This design comes from an exercise in tuning for small area and a short achievable clock period on the open sky130 flow, not from production work. No run shown here included a check of the RTL's function; only the layout flow was run.

===== config.mk =====
export PLATFORM = sky130hd
export DESIGN_NAME = UnaryMultiplier
export DESIGN_NICKNAME = UnaryMultiplier
export VERILOG_FILES = /design/flow/design.v
export SDC_FILE = /design/flow/constraint.sdc
export NUM_CORES = 4
export LEC_CHECK = 0
export CAP_MARGIN = 20
export CORE_MARGIN = 2
export CORE_UTILIZATION = 40
export PLACE_DENSITY = 0.6
export SLEW_MARGIN = 20

===== constraint.sdc =====
create_clock -name core_clock -period 8.0 [get_ports {clk}]
set_input_delay 1.6000 -clock core_clock [delete_from_list [all_inputs] [get_ports {clk}]]
set_output_delay 1.6000 -clock core_clock [all_outputs]
set_load 0.01 [all_outputs]

===== design.v =====
module UnaryMultiplier
#(
    parameter INPUT_WIDTH = 32,
    parameter COUNT_WIDTH = $clog2(INPUT_WIDTH + 1),
    parameter EPSILON = 8
)
(
    input logic a,
    input logic b,
    input logic [1:0] ready,
    input logic clk,
    input logic reset,
    output logic valid,
    output logic y
);
    logic [5:0]  a_ones, b_ones, a_upper, b_upper, y_count;
    logic [5:0]  g_lower;    
    logic [5:0]  f_upper;    
    logic [10:0] d_upper, d_lower;
    logic        ea, eb, za, zb;
    logic        near_l, near_u, emit, bit1, done;
    logic [5:0]  ab_ones, ab_upper;
    logic [6:0]  hl, hu;
    logic [10:0] dl, du;
    logic [5:0]  yc;
    logic [3:0]  hg, hp;
    logic        c4, neg;
    function automatic [10:0] add11(input [10:0] x, input [10:0] y, input cin);
        logic [11:0] gg, pp, ng, np;
        gg = {x & y, cin};
        pp = {x ^ y, 1'b0};
        for (int l = 0; l < 4; l++) begin
            ng = gg; np = pp;
            for (int i = 0; i < 12; i++) begin
                if ((i >> l) & 1) begin
                    ng[i] = gg[i] | (pp[i] & gg[((i >> l) << l) - 1]);
                    np[i] = pp[i] & pp[((i >> l) << l) - 1];
                end
            end
            gg = ng; pp = np;
        end
        add11 = x ^ y ^ gg[10:0];
    endfunction
    always_comb begin
        ea = ready[0] & a;
        za = ready[0] & ~a;
        eb = ready[1] & b;
        zb = ready[1] & ~b;
        ab_ones = a_ones + b_ones + 6'd1;
        ab_upper = a_upper + b_upper - 6'd1;
        case ({g_lower[5:4], valid, y})
            4'b00_10: hl = 7'd1;
            4'b00_11: hl = 7'h7f;
            4'b01_10: hl = 7'd2;
            4'b01_11: hl = 7'd0;
            4'b10_10: hl = 7'd3;
            4'b10_11: hl = 7'd1;
            4'b11_10: hl = 7'd4;
            4'b11_11: hl = 7'd2;
            default:  hl = {5'd0, g_lower[5:4]};
        endcase
        dl = add11(d_lower, {hl, g_lower[3:0]}, 1'b0);
        case ({f_upper[5:4], valid, y})
            4'b11_10: hu = 7'h7d;
            4'b11_11: hu = 7'h7b;
            4'b10_10: hu = 7'h7e;
            4'b10_11: hu = 7'h7c;
            4'b01_10: hu = 7'h7f;
            4'b01_11: hu = 7'h7d;
            4'b00_10: hu = 7'h00;
            4'b00_11: hu = 7'h7e;
            default:  hu = {5'h1f, ~f_upper[5:4]};
        endcase
        du = add11(d_upper, {hu, ~f_upper[3:0]}, 1'b1);
        yc = y_count + valid;
        done = yc[5];
        near_l = ~dl[10] | (&dl[9:7]);                              
        near_u = du[10] | (~|du[9:8] & (~du[7] | ~|du[6:4]));       
        hg = du[7:4] & dl[7:4];
        hp = du[7:4] ^ dl[7:4];
        c4 = hg[3] | (hp[3] & hg[2]) | (hp[3] & hp[2] & hg[1]) | (hp[3] & hp[2] & hp[1] & hg[0]);
        neg = (du[8] & dl[8]) | ((du[8] ^ dl[8]) & ~c4);
        bit1 = near_l & (~near_u | ~neg);
        emit = ~done & (near_l | near_u);
    end
    always_ff @(posedge clk or negedge reset) begin
        if (!reset) begin
            a_ones <= 0;
            b_ones <= 0;
            a_upper <= 6'd32;
            b_upper <= 6'd32;
            g_lower <= 0;
            f_upper <= 0;
            y_count <= 0;
            d_lower <= 11'h600;    
            d_upper <= 11'h200;    
            y <= 1'b0;
            valid <= 1'b0;
        end else begin
            a_ones <= a_ones + ea;
            b_ones <= b_ones + eb;
            a_upper <= a_upper - za;
            b_upper <= b_upper - zb;
            g_lower <= ({6{ea & ~eb}} & b_ones) | ({6{eb & ~ea}} & a_ones) | ({6{ea & eb}} & ab_ones);
            f_upper <= ({6{za & ~zb}} & b_upper) | ({6{zb & ~za}} & a_upper) | ({6{za & zb}} & ab_upper);
            y_count <= yc;
            d_lower <= dl;
            d_upper <= du;
            valid <= emit;
            y <= bit1;
        end
    end
endmodule

===== flow/run.sh =====
#!/bin/bash
# The standard layout, except that:
#  - synthesis maps the logic with flow/abc_speed.script (three rounds of
#    &syn2/&dch/&nf) instead of ORFS's ABC script; the rest of synthesis,
#    and so the registers, are ORFS's as run by standard.sh;
#  - the ports get plain buf_2 buffers;
#  - timing repair aims at a setup slack of SETUP_SLACK_MARGIN.
set -e
rm -rf scripts_alt
cp -r "$FLOW_HOME/scripts" scripts_alt
cp flow/abc_speed.script scripts_alt/abc_speed.script
export BUFFER_PORTS_ARGS="-buffer_cell sky130_fd_sc_hd__buf_2"
export SETUP_SLACK_MARGIN=5.3
bash standard.sh SCRIPTS_DIR="$PWD/scripts_alt" synth > synth.log 2>&1
bash standard.sh > standard.log 2>&1

===== flow/abc_speed.script =====
&get -n
&st
&syn2
&dch
&nf
&st
&syn2
&dch
&nf
&st
&syn2
&dch
&nf
&put
buffer -c
topo
stime -c
upsize -c
dnsize -c

===== standard.sh =====
#!/bin/bash
# synth_recipe.tcl (not shown) runs the flow's synth.tcl, then flattens the netlist and writes it again
# the make line also repeats each setting of config.mk as NAME=value (left out here)
make -C /OpenROAD-flow-scripts/flow DESIGN_CONFIG=/design/flow/config.mk WORK_HOME=/design/flow/orfs CLKGATE_MAP_FILE= SYNTH_SCRIPT=/design/flow/synth_recipe.tcl "${@:-finish}"

==> impl_results.md, run 1 <==
- CTS max path bufs: 2
- Antenna violations before repair: 0
- Slew HR: approximately 45%
- Share of cells above drive strength 1: 14.69%
- ANT nets after route: 0
- Status: no timing/DRC/antenna violations
- DRC marker count from the first detailed-route iteration: 53
- Metal2 WL: 2948 µm
- Hpwl dp: 4648 µm
- Worst-Margin Slew: slightly above 0.8 ns
- Yosys cell types: between 40 and 50
- GP Congestion: 0.7583
- Max Cap Viol: 0
- Yosys reg bits: 66
- Commonest non-fill, non-tap cell in the layout: dfrtp_1
- CP arrival: 3.26 ns
- Min-delay src: d_lower[0]
- Crit path from: f_upper[1]
- Unrepaired setup endpoints after global routing: yes
- Asr flop ratio synth: 100.0%
- Die height: around 100 µm
- Post-synthesis sequential area ratio: a little over two fifths
- Area Overhead vs Synth: 13.79%
- Synth Area in Simple Gates: 9.258%
- Crit path kind: flip-flop to flip-flop
- Core area: 0.009240 mm²
- EDFF count, synth: 0
- Diode count: 0
- Area after DPL: 0.004028 mm²
- Top fanout value on the critical path: 3
- CTS tree: built
- Die width: a little over 100 µm
- Synth top area share: 40.05%
- # clock sinks: 66
- Largest family of logic cells by synthesized area: adder cells
- DRT Pass-1 Iters: 4
- Synthesized area: 0.003811 mm²
- Initial core utilization: 41.25%
- Vias: 2439
- Routed vias/inst: 4.718
- First-pass GRT wire length: 11440 µm
- Gr ovfl total: 0
- Worst Path Required: 8.24 ns
- Ports: 8
- Fill cell count: 859
- Synth Area in XOR/XNOR: 9.882%
- Most frequent cells in the layout: 59 x dfrtp_1, 53 x inv_1, 47 x ha_1
- Synthesis Warnings: 1
- Synthesized-area fraction occupied by adder cells: 19.89%
- Clock transition at path regs: about 0.080 ns
- Total GRT Usage: 14.28%
- # setup viols final: 0
- Largest net degree at the start of global routing: 67
- CP endpoint kind: flip-flop
- Min Tclk post-route: 3.013 ns
- Mux cell area share after synthesis: less than 1%
- Synth Area per Inst: approximately 10 µm²
- Period Utilization, post-route: a little under two fifths
- Most used DFF post-synth: dfrtp_1
- DRC errors left: 0
- Final Hold Viols: 0
- Avg WL per Cell: 12.13 µm
- Worst min path class: flip-flop to flip-flop
- Net count, final: 444
- Total CTS buffers: 9
- Clk Latency, worst-skew pair: 0.35 ns
- Post-synth top area cell: dfrtp_1
- DRT met1 WL: 3056 µm
- Port buffer count: 7
- WL final: 6271 µm
- Post-CTS Hold Buffers: 0
- Clock root cell: clkbuf_8
- Setup TNS: 0 ns
- Post-synthesis compound-gate area fraction: a little under an eighth
- R2r startpoint: f_upper[1]
- Met3 wire len: approximately 160 µm
- Post-route cell area: ~0.0043 mm²
- Crit path launch type: flip-flop
- Top Layer Used: met4
- Clock Skews: ~0.0085 ns
- Site Rows: 35
- H-Tree Depth: 3
- Vias in the first global route: between 2000 and 3000
- Final Max Tran Viols: 0
- Syn Inst Count: 363
- Die Area: 0.01032 mm²
- Achievable frequency: 331.9 MHz
- Top cells by area, synth: dfrtp_1 40%, ha_1 15%, inv_1 5.2%, xnor2_1 5.1%, xor2_1 4.8%
- Syn nets: 424
==> critical path: stages (launching register included) <==
cell	delay, ns
dfrtp_1	0.36
inv_1	0.05
ha_1	0.29
nor2b_4	0.12
o21a_1	0.18
o21a_1	0.18
o21ai_2	0.15
a21boi_2	0.09
o21a_1	0.18
or2_4	0.23
fa_2	0.38
xor2_4	0.18
ha_1	0.29
a31oi_1	0.07
o21a_1	0.16
==> cells by family (layout without fill, tap and decap cells) <==
logic type	Yosys count	after routing
flops	66	66
mux	1	1
xor+xnor	43	43
fa+ha+maj	56	56
buf+inv	58	83
simple gates	73	73
compound gates	66	66
==> metrics by stage <==
step / setup slack (ns) / utilization (%) / std cells / hold WS [ns]
floorplan: 5.083 / - / 363 / 0.4430
CTS: 4.986 / 46.50 / 516 / 0.4784
detailed placement: 4.925 / 43.59 / 496 / 0.4611
global route: 4.889 / 46.93 / 517 / 0.5019
finish: 4.987 / 46.93 / 517 / 0.4732
global placement: 4.952 / 43.59 / 496 / 0.4532
==> final cells by class <==
cell class,instances,area [µm²],area share [%]
multi-input cells,239,2006,46.25
flip-flops and latches,66,1660,38.29
inverters,54,202.7,4.674
well taps,129,161.4,3.722
clock buffers,10,137.6,3.174
clock inverters,6,88.84,2.048
repair buffers,13,80.08,1.847
==> worst paths after layout <==
path	end	slack, ns	depth (start not counted)
min reg2reg	d_lower[0]	0.47	1
min	d_lower[0]	0.47	1
max	y	4.99	14
max reg2reg	y	4.99	14
max in group asynchronous	valid	5.97	2
min in group asynchronous	y_count[3]	1.43	2
==> metal layers <==
metal / up-vias / track usage (%)
li1: 1249 / -
met1: 1160 / 18.33
met2: 22 / 22.93
met3: 8 / 4.141
met4: 0 / 5.301
met5: - / 0
==> repair_timing <==
item,4_1_cts,5_1_grt
pin swaps,0,2
hold endpoints to repair,0,0
endpoints found under the setup margin,3,8
resized for setup,2,9
buffers inserted,4,1
==> flip-flops by register name, indices dropped and copies added (netlist names) <==
name     flops
b_upper      6
d_upper     11
y_count      6
f_upper      6
a_ones       6
d_lower     11
b_ones       6
a_upper      6
g_lower      6
valid        1
y            1
==> synth_stat cells, drive strengths merged (3+ instances only) <==
cell type,count
nand2b,3
and3,3
xor2,21
dfrtp,61
fa,8
nor2,18
o21ai,22
nor3,4
ha,47
dfstp,5
a21oi,14
nand2,22
o21a,6
inv,53
nand3,12
a21o,13
nor2b,3
xnor2,22
clkbuf,4
==> run 2: changes to the inputs <==
--- a/design.v
+++ b/design.v
@@ -20,27 +20,10 @@
     logic        ea, eb, za, zb;
     logic        near_l, near_u, emit, bit1, done;
     logic [5:0]  ab_ones, ab_upper;
-    logic [6:0]  hl, hu;
-    logic [10:0] dl, du;
+    logic [10:0] step, xl, xu, sl, cl, su, cu, dl, du;
     logic [5:0]  yc;
     logic [3:0]  hg, hp;
     logic        c4, neg;
-    function automatic [10:0] add11(input [10:0] x, input [10:0] y, input cin);
-        logic [11:0] gg, pp, ng, np;
-        gg = {x & y, cin};
-        pp = {x ^ y, 1'b0};
-        for (int l = 0; l < 4; l++) begin
-            ng = gg; np = pp;
-            for (int i = 0; i < 12; i++) begin
-                if ((i >> l) & 1) begin
-                    ng[i] = gg[i] | (pp[i] & gg[((i >> l) << l) - 1]);
-                    np[i] = pp[i] & pp[((i >> l) << l) - 1];
-                end
-            end
-            gg = ng; pp = np;
-        end
-        add11 = x ^ y ^ gg[10:0];
-    endfunction
     always_comb begin
         ea = ready[0] & a;
         za = ready[0] & ~a;
@@ -48,30 +31,16 @@
         zb = ready[1] & ~b;
         ab_ones = a_ones + b_ones + 6'd1;
         ab_upper = a_upper + b_upper - 6'd1;
-        case ({g_lower[5:4], valid, y})
-            4'b00_10: hl = 7'd1;
-            4'b00_11: hl = 7'h7f;
-            4'b01_10: hl = 7'd2;
-            4'b01_11: hl = 7'd0;
-            4'b10_10: hl = 7'd3;
-            4'b10_11: hl = 7'd1;
-            4'b11_10: hl = 7'd4;
-            4'b11_11: hl = 7'd2;
-            default:  hl = {5'd0, g_lower[5:4]};
-        endcase
-        dl = add11(d_lower, {hl, g_lower[3:0]}, 1'b0);
-        case ({f_upper[5:4], valid, y})
-            4'b11_10: hu = 7'h7d;
-            4'b11_11: hu = 7'h7b;
-            4'b10_10: hu = 7'h7e;
-            4'b10_11: hu = 7'h7c;
-            4'b01_10: hu = 7'h7f;
-            4'b01_11: hu = 7'h7d;
-            4'b00_10: hu = 7'h00;
-            4'b00_11: hu = 7'h7e;
-            default:  hu = {5'h1f, ~f_upper[5:4]};
-        endcase
-        du = add11(d_upper, {hu, ~f_upper[3:0]}, 1'b1);
+        step = {{6{valid & y}}, valid, 4'd0};
+        xl = {5'd0, g_lower};
+        sl = d_lower ^ xl ^ step;
+        cl = (d_lower & xl) | (d_lower & step) | (xl & step);
+        dl = sl + {cl[9:0], 1'b0};
+        xu = {5'd0, ~f_upper};
+        step = step + 11'h7c0;
+        su = d_upper ^ xu ^ step;
+        cu = (d_upper & xu) | (d_upper & step) | (xu & step);
+        du = su + {cu[9:0], 1'b1};
         yc = y_count + valid;
         done = yc[5];
         near_l = ~dl[10] | (&dl[9:7]);                              
==> run 2 against run 1 <==
Against the previous run: register-to-register slack improved by 0.20 ns; still clean; cell area grew 3.9%; non-clock buffer count up 1; hold slack got worse by 0.0024 ns; via count grew 3.4%; cell count grew 3.1%; highest routed layer unchanged; largest cell class unchanged.
==> impl_results.md, run 2 <==
- CP peak stage delay: 0.61 ns (+0.23 ns)
- Crit path launch type: flip-flop
- M3 GR Usage: 3.864% (-0.28 points)
- Clock Skews: 0.009244 ns (+0.0007281 ns)
- Achievable frequency: 356.1 MHz (+7.3%)
- ANT nets after route: 0 (unchanged)
- Synthesized area: 0.003926 mm² (+3.0%)
- Core area: 0.009639 mm² (+4.3%)
- Synth top area share: 38.88% (-1.2 points)
- Slowest stage cell, crit path: fa_1
- Ports: 8 (unchanged)
- First-pass GRT wire length: 11790 µm (+3.0%)
- Die Area: 0.01062 mm² (+2.9%)
- # setup viols final: 0 (unchanged)
- Die width: 103.1 µm (+1.4%)
- Post-synthesis sequential area ratio: 42.22% (-1.3 points)
- Gr ovfl total: 0 (unchanged)
- Reg2reg path depth: 12 (-2)
- Total GRT Usage: 14.24% (-0.032 points)
- Total CTS buffers: 9 (unchanged)
- DRC marker count from the first detailed-route iteration: 48 (-9.4%)
- GP Congestion: 0.7631 (+0.63%)
- CP arrival: 3.04 ns (-0.22 ns)
- Routed vias/inst: 4.730 (+0.26%)
- Setup TNS: 0 ns (unchanged)
- Final Max Tran Viols: 0 (unchanged)
- Top cells by area, synth: dfrtp_1 39%, ha_1 19%, xnor2_1 6.7%, inv_1 5.4%, xor2_1 3.8%
- Inst Count DP: 511 (+3.0%)
- Most frequent cells in the layout: 60 x dfrtp_1, 55 x ha_1, 53 x inv_1
- Met1 Track Usage GR: 17.97% (-0.35 points)
- Crit path kind: flip-flop to flip-flop
- Post-route cell area: 0.004504 mm² (+3.9%)
- Initial core utilization: 40.73% (-0.51 points)
- Die height: 103.1 µm (+1.4%)
- Min-delay src: d_lower[0]
- Clock root cell: clkbuf_8
- Slew HR: 43.68% (-0.93 points)
- Top-count cell post-synth: dfrtp_1
- CTS max path bufs: 2 (unchanged)
- Worst Path Required: 8.23 ns (about the same)
- Synthesis Warnings: 1 (unchanged)
- Met2 Track Usage GR: 24.13% (+1.2 points)
- Hold Path Depth: 1 (unchanged)
- Status: no timing/DRC/antenna violations
- DRT Pass-1 Iters: 4 (unchanged)
- Worst-Margin Slew: 0.8448 ns (+0.01398 ns)
- Top fanout value on the critical path: 5 (+2)
- Vias in the first global route: 2633 (+3.1%)
- Largest net degree at the start of global routing: 67 (unchanged)
- Crit path from: valid
- Vias: 2521 (+3.4%)
- CP endpoint kind: flip-flop
- Diode count: 0 (unchanged)
- Clock transition at path regs: 0.07 ns (about the same)
- Min Tclk post-route: 2.808 ns (-0.2045 ns)
- Syn Inst Count: 373 (+2.8%)
- DRC errors left: 0 (unchanged)
- Clk Latency, worst-skew pair: 0.34 ns (about the same)
- H-Tree Depth: 3 (unchanged)
- Port buffer count: 7 (unchanged)
- CTS tree: built
- Antenna violations before repair: 0 (unchanged)
- Post-synth top area cell: dfrtp_1
- Commonest cells post-synth: 61 x dfrtp_1, 60 x ha_1, 57 x inv_1
- Yosys reg bits: 66 (unchanged)
- Site Rows: 36 (+2.9%)
- Final Hold Viols: 0 (unchanged)
- Net count, final: 467 (+5.2%)
- Final cell count without fillers: 533 (+3.1%)
- GRT busiest layer: met2
- Area after DPL: 0.004136 mm² (+2.7%)
- Hpwl dp: 4686 µm (+0.81%)
- Share of cells above drive strength 1: 15.50% (+0.81 points)
- Worst min path class: flip-flop to flip-flop
- Biggest regs: d_lower x11, d_upper x11
- Max Cap Viol: 0 (unchanged)
- Avg WL per Cell: 12.14 µm (about the same)
- Post-CTS Hold Buffers: 0 (unchanged)
- EDFF count, synth: 0 (unchanged)
- Commonest non-fill, non-tap cell in the layout: dfrtp_1
- Most used DFF post-synth: dfrtp_1
- # clock sinks: 66 (unchanged)
- Synth Area per Inst: 10.53 µm² (+0.26%)
- Area Overhead vs Synth: 14.72%
- Unrepaired setup endpoints after global routing: yes
- WL final: 6469 µm (+3.2%)
- Asr flop ratio synth: 100.0% (unchanged)
- Yosys cell types: 33 (-23%)
- Worst path cell trace: fa_1 -> ha_4 -> inv_1 -> nor2_2 -> o21a_1 -> nor2_1 -> ha_1 -> a31oi_1 -> nor2_1 -> o211ai_1 -> a31oi_1 -> o21ba_1
- Syn nets: 445 (+5.0%)
- R2r startpoint: valid
- Period Utilization, post-route: 35.10% (-2.6 points)
-- run 2: changes by cell type in the layout (fill, tap and decap cells not counted), moves of 4 or more --
cell / previous run / this run
o21a_1: 6 / 1
xor2_1: 20 / 16
o21bai_1: 1 / 6
nand2_1: 22 / 15
a21oi_1: 11 / 17
ha_1: 47 / 55
xnor2_1: 21 / 29
ha_4: 0 / 5
-- run 2: area by class of cell --
type	instances	area [µm²]
clock inverters	2	35.03
well taps	133	166.4
fillers	926	5135
inverters	57	214.0
flip-flops and latches	66	1659
multi-input cells	247	2166
repair buffers	14	91.34
clock buffers	14	172.7
-- run 2: path summary, 6_finish.rpt --
path / slack, ns / endpoint
min reg2reg: 0.47 / d_lower[0]
max: 5.19 / y
max reg2reg: 5.19 / y
max in group asynchronous: 5.94 / valid
min: 0.47 / d_lower[0]
min in group asynchronous: 1.43 / a_ones[0]
-- run 2: logic make-up (layout without fill, tap and decap cells) --
group | Yosys count | after routing | share of synthesized area [%]
compound gates | 75 | 75 | 12.46
xor+xnor | 47 | 47 | 10.48
simple gates | 59 | 59 | 6.915
buf+inv | 60 | 87 | 5.736
fa+ha+maj | 66 | 66 | 22.18
flops | 66 | 66 | 42.22
-- run 2: repair_timing --
item / 4_1_cts / 5_1_grt
pin swaps: 17 / 8
setup endpoints to repair: 2 / 7
setup buffers: 5 / 1
endpoints found under the hold margin: 0 / 0
resized for setup: 10 / 11
cloned: 0 / 0
-- run 2: metal layers --
| layer | share of wire [%] | vias up | wire length (µm) |
|---|---|---|---|
| met5 | 0 | - | 0 |
| met4 | 1.1 | 0 | 74 |
| met3 | 3.1 | 6 | 198 |
| met2 | 48 | 28 | 3109 |
| met1 | 48 | 1204 | 3085 |
| li1 | - | 1283 | - |
-- run 2: worst max-delay path: cells and delay by family (launching register included) --
family	cells	cell delay (ns)
DFF	1	0.47
adders and majority gates	3	1.08
AOI/OAI and AO/OA	5	0.80
buffers and inverters	1	0.08
and+or+nand+nor	3	0.26
-- run 2: metrics by stage --
step           setup slack [ns]  utilization, %  hold slack, ns
4_1_cts                   5.141           46.27          0.4770
3_3_place_gp              4.988           42.91          0.4531
3_5_place_dp              4.983           42.91          0.4600
6_report                  5.192           46.73          0.4708
5_1_grt                   4.992           46.73          0.5076
2_1_floorplan             5.291               -          0.4430
==> run 3: changes to the inputs <==
--- a/design.v
+++ b/design.v
@@ -15,12 +15,13 @@
 );
     logic [5:0]  a_ones, b_ones, a_upper, b_upper, y_count;
     logic [5:0]  g_lower;    
-    logic [5:0]  f_upper;    
+    logic [5:0]  nf_upper;   
     logic [10:0] d_upper, d_lower;
     logic        ea, eb, za, zb;
     logic        near_l, near_u, emit, bit1, done;
     logic [5:0]  ab_ones, ab_upper;
-    logic [10:0] step, xl, xu, sl, cl, su, cu, dl, du;
+    logic [6:0]  hl, hu;
+    logic [10:0] dl, du;
     logic [5:0]  yc;
     logic [3:0]  hg, hp;
     logic        c4, neg;
@@ -31,16 +32,30 @@
         zb = ready[1] & ~b;
         ab_ones = a_ones + b_ones + 6'd1;
         ab_upper = a_upper + b_upper - 6'd1;
-        step = {{6{valid & y}}, valid, 4'd0};
-        xl = {5'd0, g_lower};
-        sl = d_lower ^ xl ^ step;
-        cl = (d_lower & xl) | (d_lower & step) | (xl & step);
-        dl = sl + {cl[9:0], 1'b0};
-        xu = {5'd0, ~f_upper};
-        step = step + 11'h7c0;
-        su = d_upper ^ xu ^ step;
-        cu = (d_upper & xu) | (d_upper & step) | (xu & step);
-        du = su + {cu[9:0], 1'b1};
+        case ({g_lower[5:4], valid, y})
+            4'b00_10: hl = 7'd1;
+            4'b00_11: hl = 7'h7f;
+            4'b01_10: hl = 7'd2;
+            4'b01_11: hl = 7'd0;
+            4'b10_10: hl = 7'd3;
+            4'b10_11: hl = 7'd1;
+            4'b11_10: hl = 7'd4;
+            4'b11_11: hl = 7'd2;
+            default:  hl = {5'd0, g_lower[5:4]};
+        endcase
+        dl = d_lower + {hl, g_lower[3:0]};
+        case ({nf_upper[5:4], valid, y})
+            4'b00_10: hu = 7'h7d;
+            4'b00_11: hu = 7'h7b;
+            4'b01_10: hu = 7'h7e;
+            4'b01_11: hu = 7'h7c;
+            4'b10_10: hu = 7'h7f;
+            4'b10_11: hu = 7'h7d;
+            4'b11_10: hu = 7'h00;
+            4'b11_11: hu = 7'h7e;
+            default:  hu = {5'h1f, nf_upper[5:4]};
+        endcase
+        du = d_upper + {hu, nf_upper[3:0]} + 11'd1;
         yc = y_count + valid;
         done = yc[5];
         near_l = ~dl[10] | (&dl[9:7]);                              
@@ -59,7 +74,7 @@
             a_upper <= 6'd32;
             b_upper <= 6'd32;
             g_lower <= 0;
-            f_upper <= 0;
+            nf_upper <= 6'h3f;
             y_count <= 0;
             d_lower <= 11'h600;    
             d_upper <= 11'h200;    
@@ -71,7 +86,7 @@
             a_upper <= a_upper - za;
             b_upper <= b_upper - zb;
             g_lower <= ({6{ea & ~eb}} & b_ones) | ({6{eb & ~ea}} & a_ones) | ({6{ea & eb}} & ab_ones);
-            f_upper <= ({6{za & ~zb}} & b_upper) | ({6{zb & ~za}} & a_upper) | ({6{za & zb}} & ab_upper);
+            nf_upper <= ~(({6{za & ~zb}} & b_upper) | ({6{zb & ~za}} & a_upper) | ({6{za & zb}} & ab_upper));
             y_count <= yc;
             d_lower <= dl;
             d_upper <= du;
==> run 3 against run 2 <==
Against the previous run: still clean; register-to-register slack improved by 0.16 ns; wire length increased by 1.4%; die area shrank 3.3%; sequential share of layout area increased by 1.4 points; synthesized area is 3.5% lower; hold slack got worse by 0.059 ns; non-clock buffer count up 8; critical endpoint unchanged; largest cell class unchanged.
==> impl_results.md, run 3 <==
- Period Utilization, post-route: 33.14% (-2.0 points)
- Status: no timing/DRC/antenna violations
- Vias in the first global route: 2683 (+1.9%)
- DRC marker count from the first detailed-route iteration: 56 (+17%)
- Min Tclk post-route: 2.651 ns (-0.1569 ns)
- Top-count cell post-synth: dfrtp_1
- Clock root cell: clkbuf_8
- Yosys cell types: 39 (+18%)
- Ports: 8 (unchanged)
- Worst Slack Setup Final: 5.349 ns (+0.1569 ns)
- # clock sinks: 66 (unchanged)
- ANT nets after route: 0 (unchanged)
- Core area: 0.009196 mm² (-4.6%)
- Post-synth top area cell: dfrtp_1
- CTS max path bufs: 2 (unchanged)
- # setup viols final: 0 (unchanged)
- Syn Inst Count: 360 (-3.5%)
- Final Max Tran Viols: 0 (unchanged)
- Post-synthesis sequential area ratio: 43.94% (+1.7 points)
- First-pass GRT wire length: 11760 µm (-0.18%)
- Die width: 101.3 µm (-1.7%)
- Max Cap Viol: 0 (unchanged)
- Unrepaired setup endpoints after global routing: yes
- Area of the multi-input gates: 0.002036 mm² (-6.0%)
- Worst Path Required: 8.26 ns (+0.03 ns)
- CP endpoint kind: flip-flop
- Synth top area share: 36.32% (-2.6 points)
- Share of cells above drive strength 1: 18.02% (+2.5 points)
- Die height: 101.3 µm (-1.7%)
- Commonest non-fill, non-tap cell in the layout: dfrtp_1
- Avg WL per Cell: 12.99 µm (+7.1%)
- Clock Skews: 0.008412 ns (-0.0008324 ns)
- Diode count: 0 (unchanged)
- Most frequent cells in the layout: 53 x dfrtp_1, 45 x ha_1, 41 x inv_1
- WL final: 6562 µm (+1.4%)
- Port buffer count: 7 (unchanged)
- Setup slack at placement: 4.982 ns (-0.0008100 ns)
- EDFF count, synth: 0 (unchanged)
- H-Tree Depth: 3 (unchanged)
- Top cells by area, synth: dfrtp_1 36%, ha_1 16%, dfstp_2 7.6%, xnor2_1 5.8%, xor2_1 5.8%
- Fill cell count: 855 (-7.7%)
- Commonest cells post-synth: 55 x dfrtp_1, 47 x ha_1, 42 x inv_1
- Register area: 0.001668 mm² (+0.53%)
- Vias: 2544 (+0.91%)
- Syn nets: 417 (-6.3%)
- Most used DFF post-synth: dfrtp_1
- Routed vias/inst: 5.038 (+6.5%)
- DRC errors left: 0 (unchanged)
- Net count, final: 446 (-4.5%)
- Total CTS buffers: 9 (unchanged)
- Achievable frequency: 377.2 MHz (+5.9%)
- Worst-Margin Slew: 0.8293 ns (-0.01558 ns)
- Asr flop ratio synth: 100.0% (unchanged)
- Die Area: 0.01027 mm² (-3.3%)
- Synth Area per Inst: 10.53 µm² (about the same)
- DRT Pass-1 Iters: 4 (unchanged)
- Antenna violations before repair: 0 (unchanged)
- Top fanout value on the critical path: 4 (-1)
- Gr ovfl total: 0 (unchanged)
- CTS tree: built
- Hpwl dp: 4636 µm (-1.1%)
- Slew HR: 44.72% (+1.0 points)
- GP Congestion: 0.7885 (+3.3%)
- Crit path kind: flip-flop to flip-flop
- Crit path launch type: flip-flop
- Clk Latency, worst-skew pair: 0.34 ns (about the same)
- Site Rows: 35 (-2.8%)
- Area Overhead vs Synth: 15.19%
- Final Hold Viols: 0 (unchanged)
- Synthesis Warnings: 1 (unchanged)
- CP arrival: 2.92 ns (-0.12 ns)
- Synthesized area: 0.003790 mm² (-3.5%)
- Biggest regs: d_lower x11, d_upper x11
- Yosys reg bits: 66 (unchanged)
- Largest net degree at the start of global routing: 67 (unchanged)
- Setup TNS: 0 ns (unchanged)
- Initial core utilization: 41.21% (+0.48 points)
- Total GRT Usage: 14.60% (+0.36 points)
- Worst min path class: flip-flop to flip-flop
- Clock transition at path regs: 0.07 ns (about the same)
## run 3: area by class of cell
type	count	area share [%]
clock buffer	14	3.497
timing repair buffer	22	3.382
tap	111	3.181
clock inverter	2	1.376
inverter	43	3.726
sequential	66	38.21
multi-input combinational	247	46.63
## run 3: per-stage QoR
stage / hold slack, ns / instance area [µm²] / instances / util, %
after floorplan: 0.3836 / 3799 / 360 / -
after CTS: 0.4206 / 4245 / 495 / 46.16
after global routing: 0.4365 / 4365 / 505 / 47.47
final: 0.4118 / 4365 / 505 / 47.47
after detailed placement: 0.4105 / 3965 / 475 / 43.12
after global placement: 0.4083 / 3965 / 475 / 43.12
## run 3: path summary, 6_finish.rpt
| path | cells after the start | to | slack (ns) | from |
|---|---|---|---|---|
| max in group asynchronous | 2 | valid | 5.99 | reset |
| worst max-delay path | 11 | y | 5.35 | nf_upper[4] |
| min in group asynchronous | 2 | d_upper[8] | 1.44 | reset |
| worst min register to register | 1 | nf_upper[1] | 0.41 | a_upper[1] |
| worst min-delay path | 1 | nf_upper[1] | 0.41 | a_upper[1] |
| worst max register to register | 11 | y | 5.35 | nf_upper[4] |
## run 3: worst max-delay path, stage by stage (launching register included)
cell	delay (ns)
dfstp_2	0.57
xor2_1	0.17
ha_1	0.30
a21o_1	0.21
o211ai_1	0.24
nand2_1	0.13
xor2_2	0.18
ha_1	0.28
o21ai_1	0.06
a21o_1	0.16
a31oi_1	0.14
a2bb2oi_1	0.16
## run 3: kinds of logic after synthesis
family | synth area share, %
AO/OA/AOI/OAI | 14.16
XOR/XNOR | 11.98
adder cells (fa/ha/maj) | 17.63
buffers and inverters | 4.655
flip-flops | 43.94
AND/OR/NAND/NOR | 7.626
## run 3: repair_timing
action	in CTS	in global routing
pin swaps	3	15
buffers inserted	4	10
gates resized for setup	8	11
hold buffers	0	0
endpoints found under the setup margin	3	4
hold endpoints to repair	0	0
## run 3: layer usage
metal | GRT usage [%] | vias to the layer above | routed length (µm)
met3 | 4.348 | 8 | 145
met5 | 0 | - | 0
met2 | 23.94 | 21 | 3142
li1 | - | 1277 | -
met1 | 18.32 | 1238 | 3166
met4 | 5.301 | 0 | 108
==> run 4: changes to the inputs <==
==> design.v (replaced) <==
module UnaryMultiplier
#(
    parameter INPUT_WIDTH = 32,
    parameter COUNT_WIDTH = $clog2(INPUT_WIDTH + 1),
    parameter EPSILON = 8
)
(
    input logic a,
    input logic b,
    input logic [1:0] ready,
    input logic clk,
    input logic reset,
    output logic valid,
    output logic y
);
    logic [5:0]  a_ones, b_ones, a_upper, b_upper, y_count;
    logic [5:0]  g_lower;    
    logic [5:0]  f_upper;    
    logic [10:0] d_upper, d_lower;
    logic        ea, eb, za, zb;
    logic        near_l, near_u, emit, bit1, done;
    logic [5:0]  ab_ones, ab_upper;
    logic [6:0]  hl, hu;
    logic [10:0] dl, du;
    logic [5:0]  yc;
    logic [5:0]  h_sum, hsum;    
    logic        c4l, c4u;
    logic [3:0]  lg, lp, ug, up;
    logic [5:0]  hs, hc;
    always_comb begin
        ea = ready[0] & a;
        za = ready[0] & ~a;
        eb = ready[1] & b;
        zb = ready[1] & ~b;
        ab_ones = a_ones + b_ones + 6'd1;
        ab_upper = a_upper + b_upper - 6'd1;
        case ({g_lower[5:4], valid, y})
            4'b00_10: hl = 7'd1;
            4'b00_11: hl = 7'h7f;
            4'b01_10: hl = 7'd2;
            4'b01_11: hl = 7'd0;
            4'b10_10: hl = 7'd3;
            4'b10_11: hl = 7'd1;
            4'b11_10: hl = 7'd4;
            4'b11_11: hl = 7'd2;
            default:  hl = {5'd0, g_lower[5:4]};
        endcase
        dl = d_lower + {hl, g_lower[3:0]};
        case ({f_upper[5:4], valid, y})
            4'b11_10: hu = 7'h7d;
            4'b11_11: hu = 7'h7b;
            4'b10_10: hu = 7'h7e;
            4'b10_11: hu = 7'h7c;
            4'b01_10: hu = 7'h7f;
            4'b01_11: hu = 7'h7d;
            4'b00_10: hu = 7'h00;
            4'b00_11: hu = 7'h7e;
            default:  hu = {5'h1f, ~f_upper[5:4]};
        endcase
        du = d_upper + {hu, ~f_upper[3:0]} + 11'd1;
        yc = y_count + valid;
        done = yc[5];
        near_l = ~dl[10] | (&dl[9:7]);                              
        near_u = du[10] | (~|du[9:8] & (~du[7] | ~|du[6:4]));       
        lg = d_lower[3:0] & g_lower[3:0];
        lp = d_lower[3:0] | g_lower[3:0];
        c4l = lg[3] | (lp[3] & lg[2]) | (lp[3] & lp[2] & lg[1]) | (lp[3] & lp[2] & lp[1] & lg[0]);
        ug = d_upper[3:0] & ~f_upper[3:0];
        up = d_upper[3:0] | ~f_upper[3:0];
        c4u = ug[3] | (up[3] & ug[2]) | (up[3] & up[2] & ug[1]) | (up[3] & up[2] & up[1] & up[0]);
        hs = h_sum ^ hl[5:0] ^ hu[5:0];
        hc = (h_sum & hl[5:0]) | (h_sum & hu[5:0]) | (hl[5:0] & hu[5:0]);
        hsum = hs + {hc[4:0], c4l} + {5'd0, c4u};
        bit1 = near_l & (~near_u | ~hsum[5]);
        emit = ~done & (near_l | near_u);
    end
    always_ff @(posedge clk or negedge reset) begin
        if (!reset) begin
            a_ones <= 0;
            b_ones <= 0;
            a_upper <= 6'd32;
            b_upper <= 6'd32;
            g_lower <= 0;
            f_upper <= 0;
            y_count <= 0;
            d_lower <= 11'h600;    
            d_upper <= 11'h200;    
            h_sum <= 0;
            y <= 1'b0;
            valid <= 1'b0;
        end else begin
            a_ones <= a_ones + ea;
            b_ones <= b_ones + eb;
            a_upper <= a_upper - za;
            b_upper <= b_upper - zb;
            g_lower <= ({6{ea & ~eb}} & b_ones) | ({6{eb & ~ea}} & a_ones) | ({6{ea & eb}} & ab_ones);
            f_upper <= ({6{za & ~zb}} & b_upper) | ({6{zb & ~za}} & a_upper) | ({6{za & zb}} & ab_upper);
            y_count <= yc;
            d_lower <= dl;
            d_upper <= du;
            h_sum <= hsum;
            valid <= emit;
            y <= bit1;
        end
    end
endmodule
==> run.sh (new file) <==
#!/bin/bash
# synth_recipe.tcl (not shown) runs the flow's synth.tcl, then flattens the netlist and writes it again
# the make line also repeats each setting of config.mk as NAME=value (left out here)
make -C /OpenROAD-flow-scripts/flow DESIGN_CONFIG=/design/flow/config.mk WORK_HOME=/design/flow/orfs CLKGATE_MAP_FILE= SYNTH_SCRIPT=/design/flow/synth_recipe.tcl finish
--- a/config.mk
+++ b/config.mk
@@ -9,4 +9,5 @@
 export CORE_MARGIN = 2
 export CORE_UTILIZATION = 40
 export PLACE_DENSITY = 0.6
+export SETUP_SLACK_MARGIN = 5
 export SLEW_MARGIN = 20
removed: flow/run.sh
removed: flow/abc_speed.script
removed: standard.sh
==> run 4 against run 3 <==
Against the previous run: still clean; die area rose by 22%; synthesized area up 23%; clock skew decreased by 0.0023 ns; worst setup slack lost 0.27 ns; sequential cell count up 6; critical path type is now flip-flop to primary output; critical path depth decreased by 10; global-route usage down 0.32 points.
==> impl_results.md, run 4 <==
- Initial core utilization: 40.89% (-0.32 points)
- R2R Setup Slk: 5.13 ns (-0.22 ns)
- Area of the multi-input gates: 0.002594 mm² (+27%)
- Reg2reg path depth: 12 (+1)
- Post-synthesis compound-gate area fraction: 14.29% (+0.13 points)
- CP endpoint kind: primary output
- Die width: 111.8 µm (+10%)
- Final Max Tran Viols: 0 (unchanged)
- Top cells by area, synth: dfrtp_1 36%, ha_1 15%, xnor2_1 6.0%, inv_1 5.1%, fa_1 4.7%
- Final Hold Viols: 0 (unchanged)
- Crit path buf inv count: 1 (+1)
- Achievable frequency: 342.3 MHz (-9.2%)
- Area Overhead vs Synth: 12.08%
- Antenna violations before repair: 0 (unchanged)
- Commonest non-fill, non-tap cell in the layout: dfrtp_1
- Clk Latency, worst-skew pair: 0.33 ns (about the same)
- Max Cap Viol: 0 (unchanged)
- Total CTS buffers: 9 (unchanged)
- Asr flop ratio synth: 100.0% (unchanged)
- Synth top area share: 36.06% (-0.26 points)
- Site Rows: 39 (+11%)
- Largest family of logic cells by synthesized area: adder cells
- EDFF count, synth: 0 (unchanged)
- Worst path cell trace: clkdlybuf4s50_1
- Fill cell count: 1080 (+26%)
- CP peak stage delay: 0.56 ns (about the same)
- ANT nets after route: 0 (unchanged)
- Synthesis Warnings: 1 (unchanged)
- Hpwl dp: 6088 µm (+31%)
- Syn Inst Count: 462 (+28%)
- Yosys reg bits: 72 (+9.1%)
- Top-count cell post-synth: dfrtp_1
- Port buffer count: 7 (unchanged)
- Most frequent cells in the layout: 65 x dfrtp_1, 63 x inv_1, 55 x ha_1
- Min Tclk post-route: 2.921 ns (+0.2699 ns)
- Crit path max-delay family: buffers and inverters
- Synth Area in XOR/XNOR: 9.769% (-2.2 points)
- Unrepaired setup endpoints after global routing: yes
- Slew HR: 40.28% (-4.4 points)
- Clock Skews: 0.006113 ns (-0.002298 ns)
- Syn nets: 534 (+28%)
- Clock transition at path regs: 0.05 ns (-0.02 ns)
- Total GRT Usage: 14.28% (-0.32 points)
- Yosys cell types: 61 (+56%)
- Post-synth top area cell: dfrtp_1
- # clock sinks: 72 (+9.1%)
- Ports: 8 (unchanged)
- Core area: 0.01137 mm² (+24%)
- H-Tree Depth: 3 (unchanged)
- Worst Slack Setup Final: 5.079 ns (-0.2699 ns)
- Avg WL per Cell: 13.17 µm (+1.3%)
- Synthesized area: 0.004649 mm² (+23%)
- Biggest regs: d_lower x11, d_upper x11
- GP Congestion: 0.8825 (+12%)
- Die Area: 0.01250 mm² (+22%)
- Most used DFF post-synth: dfrtp_1
- CTS tree: built
- Gr ovfl total: 0 (unchanged)
- Share of cells above drive strength 1: 9.836% (-8.2 points)
- Setup TNS: 0 ns (unchanged)
- Net count, final: 555 (+24%)
- Worst Path Required: 6.40 ns (-1.86 ns)
- DRC errors left: 0 (unchanged)
- First-pass GRT wire length: 14370 µm (+22%)
- Diode count: 0 (unchanged)
- Commonest cells post-synth: 67 x dfrtp_1, 63 x inv_1, 55 x ha_1
- Die height: 111.8 µm (+10%)
- Period Utilization, post-route: 36.51% (+3.4 points)
- Register area: 0.001810 mm² (+8.6%)
- Worst-Margin Slew: 0.8958 ns (+0.06658 ns)
- Hold Slack: 0.4661 ns (+0.05429 ns)
- Crit path kind: flip-flop to primary output
- # setup viols final: 0 (unchanged)
- Status: no timing/DRC/antenna violations
- Post-synthesis sequential area ratio: 38.89% (-5.1 points)
- DRT Pass-1 Iters: 4 (unchanged)
- Slowest stage cell, crit path: clkdlybuf4s50_1
- Routed vias/inst: 5.116 (+1.5%)
- Synth Area in Simple Gates: 11.54% (+3.9 points)
- Synth Area per Inst: 10.06 µm² (-4.4%)
- Crit path launch type: flip-flop
- CP arrival: 1.32 ns (-1.60 ns)
- Instance count on the critical path: 1 (-10)
- Worst min path class: flip-flop to flip-flop
- Largest net degree at the start of global routing: 73 (+9.0%)
- Vias: 3228 (+27%)
- Vias in the first global route: 3150 (+17%)
- Post-CTS Hold Buffers: 0 (unchanged)
- WL final: 8309 µm (+27%)
- Top fanout value on the critical path: 7 (+3)
- Clock root cell: clkbuf_16
- DRC marker count from the first detailed-route iteration: 117 (+110%)
- Setup slack at placement: 4.640 ns (-0.3419 ns)
- CTS max path bufs: 2 (unchanged)
- Synthesized-area fraction occupied by adder cells: 19.54% (+1.9 points)
- Mux cell area share after synthesis: 0% (unchanged)
- Hold Path Depth: 1 (unchanged)
[run 4: cells by family after synthesis]
group                    Yosys count
adder cells (fa/ha/maj)           66
AO/OA/AOI/OAI                    100
XOR/XNOR                          51
buffers and inverters             69
AND/OR/NAND/NOR                  104
flip-flops                        72
[run 4: layer usage]
layer,track usage [%],up-vias,part of all wire (%)
met5,0,-,0
met2,23.47,58,49
met3,4.736,2,3.8
li1,-,1619,-
met1,18.17,1549,47
met4,3.786,0,0.42
[run 4: cell type report]
class	count	area share [%]
multi-input combinational	321	49.77
sequential	72	34.74
inverter	64	4.634
clock buffer	12	4.538
tap	143	3.433
timing repair buffer	15	2.449
clock inverter	4	0.4322
[run 4: final timing paths]
kind                            start    endpoint
max                                 y           y
min reg2reg                y_count[4]  y_count[4]
max reg2reg                         y       valid
max in group asynchronous       reset       valid
min                        y_count[4]  y_count[4]
min in group asynchronous       reset  d_lower[8]
[run 4: timing repair]
action	CTS	global route
pin swaps	0	1
gates resized for setup	3	6
endpoints found under the setup margin	4	10
setup buffers	3	5
[run 4: metrics by stage]
step	cell area (µm²)	util [%]	instances
finish	5211	45.83	631
global route	5211	45.83	631
CTS	5144	45.24	626
detailed placement	4858	42.73	607
global placement	4858	42.73	607
floorplan	4649	-	462

port drivers added, routing unchanged:
Ports are ideal in the flow. The routed layouts listed here were re-timed in OpenROAD.
Step 1 assumes that a clkbuf_16 drives the clock port and a buf_2 every other input.
Step 2, shift: input delay + t, output delay - t, t = (earliest + latest rising clock arrival at the registers) / 2. This alone moves slack from input paths to output paths.
a / b / c = ideal ports / drivers / drivers and shift; a / b = the first two.
| run | t, ns | setup WS [ns] | worst hold slack (ns) | pins driven straight from the clock port |
|---|---|---|---|---|
| run 1 | 0.370 | 4.987 / 4.987 / 4.987 | 0.473 / 0.473 / 0.473 | 1 |
| run 2 | 0.363 | 5.192 / 5.192 / 5.123 | 0.471 / 0.471 / 0.471 | 1 |
| run 3 | 0.369 | 5.349 / 5.349 / 5.103 | 0.412 / 0.412 / 0.412 | 1 |
| run 4 | 0.365 | 5.079 / 5.043 / 4.729 | 0.466 / 0.466 / 0.466 | 1 |
After both steps every run listed still meets setup and hold. For run 4, which loses most, drivers alone change the setup slack by -0.036 ns; drivers and shift together by -0.350 ns.
